From an optimization exercise on the open Yosys and OpenROAD flow, aimed at small area; shortcuts taken in it are not production practice.
The RTL was checked by simulation tests, not by an equivalence proof against the original design.
No activity file was given, so power comes from the tool's default toggle rates. The clock port is modelled as an ideal driver; clocking choices that lean on that would not hold on a real chip.

==> flow/design.v (excerpt) <==
module adc16_top(
 	input                  CLK,
    input                  RESET_n,
	input                  RX1,
	output                 TX1,
    input   wire           CLKOUT_U10_n,
    input   wire           CLKOUT_U11_n,
    input   wire           CLKOUT_U12_n,
    input   wire           CLKOUT_U13_n,
    input   wire           CLKOUT_U14_n,
    input   wire           CLKOUT_U15_n,
    input   wire           CLKOUT_U16_n,
    input   wire           CLKOUT_U17_n,
    input   wire           CLKOUT_U18_n,
    input   wire           CLKOUT_U19_n,
    input   wire           CLKOUT_U20_n,
    input   wire           CLKOUT_U21_n,
    input   wire           CLKOUT_U22_n,
    input   wire           CLKOUT_U23_n,
    input   wire           CLKOUT_U24_n,
    input   wire           CLKOUT_U25_n,
    input   wire           CLKOUT_U10_p,
    input   wire           CLKOUT_U11_p,
    input   wire           CLKOUT_U12_p,
    input   wire           CLKOUT_U13_p,
    input   wire           CLKOUT_U14_p,
    input   wire           CLKOUT_U15_p,
    input   wire           CLKOUT_U16_p,
    input   wire           CLKOUT_U17_p,
    input   wire           CLKOUT_U18_p,
    input   wire           CLKOUT_U19_p,
    input   wire           CLKOUT_U20_p,
    input   wire           CLKOUT_U21_p,
    input   wire           CLKOUT_U22_p,
    input   wire           CLKOUT_U23_p,
    input   wire           CLKOUT_U24_p,
    input   wire           CLKOUT_U25_p,
    input   wire  [15:0]   DATA_IN_U10,
    input   wire  [15:0]   DATA_IN_U11,
    input   wire  [15:0]   DATA_IN_U12,
    input   wire  [15:0]   DATA_IN_U13,
    input   wire  [15:0]   DATA_IN_U14,
    input   wire  [15:0]   DATA_IN_U15,
    input   wire  [15:0]   DATA_IN_U16,
    input   wire  [15:0]   DATA_IN_U17,
    input   wire  [15:0]   DATA_IN_U18,
    input   wire  [15:0]   DATA_IN_U19,
    input   wire  [15:0]   DATA_IN_U20,
    input   wire  [15:0]   DATA_IN_U21,
    input   wire  [15:0]   DATA_IN_U22,
    input   wire  [15:0]   DATA_IN_U23,
    input   wire  [15:0]   DATA_IN_U24,
    input   wire  [15:0]   DATA_IN_U25
	);
Size in the first run: roughly 1000 cells after synthesis, ~580 flip-flops, roughly 18000 µm² of cells after synthesis.
==> module uart_tx, before the edit <==
module uart_tx (
input               clk,
input               reset_n,
input               busy,
input               wbit,
output      [3:0]   bitno,
output              done,
output reg          TX
);
localparam [8:0] L_END = 9'h0b6;   
reg         [3:0]   cnt_bit;
reg         [8:0]   cnt_clk;
wire                end_cnt_clk = cnt_clk == L_END;
assign bitno = cnt_bit;
assign done = busy && end_cnt_clk && cnt_bit == 9;
always @(posedge clk) begin
    if (reset_n && busy && !end_cnt_clk)
        cnt_clk <= {cnt_clk[7:0], ~(cnt_clk[8] ^ cnt_clk[4])};
    else
        cnt_clk <= 0;
end
always @(posedge clk) begin
    if (!reset_n || done)
        cnt_bit <= 0;
    else if (busy && end_cnt_clk)
        cnt_bit <= cnt_bit + 1'b1;
end
always @(posedge clk or negedge reset_n) begin
    if (!reset_n)
        TX <= 1;
    else if (busy && cnt_clk == 0) begin
        if (cnt_bit == 0)
            TX <= 0;
        else if (cnt_bit == 9)
            TX <= 1;
        else
            TX <= wbit;
    end
end
endmodule
==> module DATA_TRANS, before the edit <==
module DATA_TRANS(
    input   wire               CLK_50M,
    input   wire               RESET_n,
    input   wire   [15:0]      DATA_IN_U10,
    input   wire   [15:0]      DATA_IN_U11,
    input   wire   [15:0]      DATA_IN_U12,
    input   wire   [15:0]      DATA_IN_U13,
    input   wire   [15:0]      DATA_IN_U14,
    input   wire   [15:0]      DATA_IN_U15,
    input   wire   [15:0]      DATA_IN_U16,
    input   wire   [15:0]      DATA_IN_U17,
    input   wire   [15:0]      DATA_IN_U18,
    input   wire   [15:0]      DATA_IN_U19,
    input   wire   [15:0]      DATA_IN_U20,
    input   wire   [15:0]      DATA_IN_U21,
    input   wire   [15:0]      DATA_IN_U22,
    input   wire   [15:0]      DATA_IN_U23,
    input   wire   [15:0]      DATA_IN_U24,
    input   wire   [15:0]      DATA_IN_U25,
    input   wire               RX,
    output  wire               TX
    );
    localparam S_START = 3'd0,   
               S_WAIT  = 3'd1,   
               S_NEXT  = 3'd2,   
               S_SET   = 3'd3,
               S_REQ   = 3'd4,
               S_BUSY  = 3'd5,   
               S_POST  = 3'd6;   
    wire            [255:0]    DATA_IN = {DATA_IN_U25, DATA_IN_U24, DATA_IN_U23, DATA_IN_U22, DATA_IN_U21, DATA_IN_U20, DATA_IN_U19, DATA_IN_U18, DATA_IN_U17, DATA_IN_U16, DATA_IN_U15, DATA_IN_U14, DATA_IN_U13, DATA_IN_U12, DATA_IN_U11, DATA_IN_U10};
    reg             [255:0]    RING;
    reg             [ 3:0]     PHASE;
    reg                        NBIT;
    reg             [ 2:0]     STATE;
    reg             [ 5:0]     BYTE;       
    wire                       RX_FF;
    wire                       RX_00;
    wire            [ 3:0]     bitno;
    wire                       done;
    wire                       load = STATE == S_WAIT && RX_FF;
    wire            [15:0]     head;
    genvar c;
    generate
        for (c = 0; c < 16; c = c + 1) begin : g_ring
            always @(posedge CLK_50M) begin
                if (load)
                    RING[16*c +: 16] <= DATA_IN[16*c +: 16];
                else
                    RING[16*c +: 16] <= {RING[16*c], RING[16*c+1 +: 15]};
            end
            assign head[c] = RING[16*c];
        end
    endgenerate
    always @(posedge CLK_50M) begin
        if (load)
            PHASE <= 4'd0;
        else
            PHASE <= PHASE + 1'b1;
    end
    always @(posedge CLK_50M) begin
        if (PHASE == {BYTE[0], bitno[2:0]})
            NBIT <= head[BYTE[4:1]];
    end
    always @(posedge CLK_50M) begin
        if (!RESET_n) begin
            STATE <= S_START;
        end else begin
            case (STATE)
                S_START: STATE <= S_WAIT;
                S_WAIT: begin
                    BYTE <= 0;
                    if (RX_FF)
                        STATE <= S_NEXT;
                end
                S_NEXT: begin
                    if (!BYTE[5])
                        STATE <= S_SET;
                    else if (RX_00)
                        STATE <= S_START;
                end
                S_SET:  STATE <= S_REQ;
                S_REQ:  STATE <= S_BUSY;
                S_BUSY: if (done) STATE <= S_POST;
                S_POST: begin
                    BYTE <= BYTE + 1'b1;
                    STATE <= BYTE[0] ? S_NEXT : S_SET;
                end
                default: STATE <= S_START;
            endcase
        end
    end
    UART_RX i2(
        .CLK        (CLK_50M),
        .RESET_n    (RESET_n),
        .RX         (RX),
        .RX_FF      (RX_FF),
        .RX_00      (RX_00)
    );
    uart_tx i1 (
        .clk        (CLK_50M),
        .reset_n    (RESET_n),
        .busy       (STATE == S_BUSY),
        .wbit       (NBIT),
        .bitno      (bitno),
        .done       (done),
        .TX         (TX)
    );
endmodule
Settings: LEC_CHECK=0, CAP_MARGIN=0, CORE_MARGIN=2, CORE_UTILIZATION=65, PLACE_DENSITY=0.75, SLEW_MARGIN=0; clock period 20.0 ns.
standard.sh (not shown) runs the stock make flow with config.mk's settings and CLKGATE_MAP_FILE= SYNTH_SCRIPT=/design/flow/synth_recipe.tcl, a recipe that flattens the netlist after the stock synthesis.
==> flow/flow/run.sh <==
#!/bin/bash
# The standard layout (standard.sh) with three changes:
#  - synthesis maps the combinational logic with an area-oriented ABC script;
#  - port buffers are sky130_fd_sc_hd__buf_1 instead of the default cell;
#  - clock-tree sinks are clustered into groups of up to 30, without dummy loads.
set -euo pipefail
W=$PWD
export CUSTOM_ABC_SCRIPT=$W/flow/abc_area.script
export FLOW_SYNTH_TCL=$W/synth_recipe.tcl
bash standard.sh \
  "SYNTH_SCRIPT=$W/flow/synth.tcl" \
  "BUFFER_PORTS_ARGS=-buffer_cell sky130_fd_sc_hd__buf_1" \
  "CTS_ARGS=-sink_clustering_enable -repair_clock_nets -sink_clustering_size 30 -sink_clustering_max_diameter 200 -dont_use_dummy_load" \
  finish > standard.log 2>&1
==> flow/flow/abc_area.script <==
strash
&get -n
&st
&syn2
&dch
&put
amap -m
==> flow/flow/synth.tcl <==
# The standard synthesis (synth_recipe.tcl), with Yosys's abc pass given
# an area-oriented ABC script (abc_area.script beside this file) in place of
# ORFS's speed script. Only the combinational mapping changes: the flip-flops
# are mapped by dfflibmap before abc runs, exactly as in the standard flow.
proc abc {args} {
  set i [lsearch -exact $args -script]
  if {$i >= 0} { lset args [expr {$i + 1}] $::env(CUSTOM_ABC_SCRIPT) }
  yosys abc {*}$args
}
source $::env(FLOW_SYNTH_TCL)
Rerun with:
--- a/flow/design.v
+++ b/flow/design.v
@@ -66,7 +66,7 @@
 input               reset_n,
 input               busy,
 input               wbit,
-output      [3:0]   bitno,
+output      [2:0]   widx,
 output              done,
 output reg          TX
 );
@@ -74,8 +74,8 @@
 reg         [3:0]   cnt_bit;
 reg         [8:0]   cnt_clk;
 wire                end_cnt_clk = cnt_clk == L_END;
-assign bitno = cnt_bit;
-assign done = busy && end_cnt_clk && cnt_bit == 9;
+assign widx = ~cnt_bit[2:0];
+assign done = busy && end_cnt_clk && cnt_bit == 7;
 always @(posedge clk) begin
     if (reset_n && busy && !end_cnt_clk)
         cnt_clk <= {cnt_clk[7:0], ~(cnt_clk[8] ^ cnt_clk[4])};
@@ -86,7 +86,7 @@
     if (!reset_n || done)
         cnt_bit <= 0;
     else if (busy && end_cnt_clk)
-        cnt_bit <= cnt_bit + 1'b1;
+        cnt_bit <= cnt_bit - 1'b1;
 end
 always @(posedge clk or negedge reset_n) begin
     if (!reset_n)
@@ -94,7 +94,7 @@
     else if (busy && cnt_clk == 0) begin
         if (cnt_bit == 0)
             TX <= 0;
-        else if (cnt_bit == 9)
+        else if (cnt_bit == 7)
             TX <= 1;
         else
             TX <= wbit;
@@ -235,38 +235,16 @@
                S_BUSY  = 3'd5,   
                S_POST  = 3'd6;   
     wire            [255:0]    DATA_IN = {DATA_IN_U25, DATA_IN_U24, DATA_IN_U23, DATA_IN_U22, DATA_IN_U21, DATA_IN_U20, DATA_IN_U19, DATA_IN_U18, DATA_IN_U17, DATA_IN_U16, DATA_IN_U15, DATA_IN_U14, DATA_IN_U13, DATA_IN_U12, DATA_IN_U11, DATA_IN_U10};
-    reg             [255:0]    RING;
-    reg             [ 3:0]     PHASE;
-    reg                        NBIT;
+    reg             [255:0]    DATA;
     reg             [ 2:0]     STATE;
     reg             [ 5:0]     BYTE;       
     wire                       RX_FF;
     wire                       RX_00;
-    wire            [ 3:0]     bitno;
+    wire            [ 2:0]     widx;
     wire                       done;
-    wire                       load = STATE == S_WAIT && RX_FF;
-    wire            [15:0]     head;
-    genvar c;
-    generate
-        for (c = 0; c < 16; c = c + 1) begin : g_ring
-            always @(posedge CLK_50M) begin
-                if (load)
-                    RING[16*c +: 16] <= DATA_IN[16*c +: 16];
-                else
-                    RING[16*c +: 16] <= {RING[16*c], RING[16*c+1 +: 15]};
-            end
-            assign head[c] = RING[16*c];
-        end
-    endgenerate
-    always @(posedge CLK_50M) begin
-        if (load)
-            PHASE <= 4'd0;
-        else
-            PHASE <= PHASE + 1'b1;
-    end
     always @(posedge CLK_50M) begin
-        if (PHASE == {BYTE[0], bitno[2:0]})
-            NBIT <= head[BYTE[4:1]];
+        if (STATE == S_WAIT && RX_FF)
+            DATA <= DATA_IN;
     end
     always @(posedge CLK_50M) begin
         if (!RESET_n) begin
@@ -307,8 +285,8 @@
         .clk        (CLK_50M),
         .reset_n    (RESET_n),
         .busy       (STATE == S_BUSY),
-        .wbit       (NBIT),
-        .bitno      (bitno),
+        .wbit       (DATA[{BYTE[4:0], widx}]),
+        .widx       (widx),
         .done       (done),
         .TX         (TX)
     );
Outcome: Global-route usage climbs by 2.7 points; non-clock buffer count rises by 2; total power drops by 1.4%; sequential power stays flat; setup slack is worse by 0.11 ns; utilization is lower by 0.67 points; cell area went up by 9.0%; first-iteration DRC count went up by 18%; register-to-register slack loses 0.66 ns.

separate check: timing with driven ports:
The flow's constraints put no driver on any port. The routed layouts listed below were extracted and timed again, unchanged, in two steps. Step 1 (the two cells are an assumption about what drives the block):
set clk [get_ports {CLK}]
set_driving_cell -lib_cell sky130_fd_sc_hd__clkbuf_16 $clk
set_driving_cell -lib_cell sky130_fd_sc_hd__buf_2 [delete_from_list [all_inputs] $clk]
Step 2 adds t to the input delays and takes it off the output delays; t is the mean of the earliest and latest rising clock arrival at the registers after step 1. Input paths then give back, and output paths get back, about the clock's delay inside the block. a / b / c = no drivers / after step 1 / after step 2; a / b = the first two.
run	t, ns	setup slack, ns	clock arrival spread, ns	worst register clock-pin slew, ns	cell pins on the clock port's net
the first run	0.570	14.710 / 14.669 / 14.163	0.064 / 0.064	0.11 / 0.11	1
the second run	0.595	14.600 / 14.628 / 14.034	0.033 / 0.033	0.11 / 0.11	1
After both steps setup and hold are still met in every run listed. For the second run, which loses most, drivers alone change the setup slack by +0.028 ns; drivers and shift together by -0.566 ns.
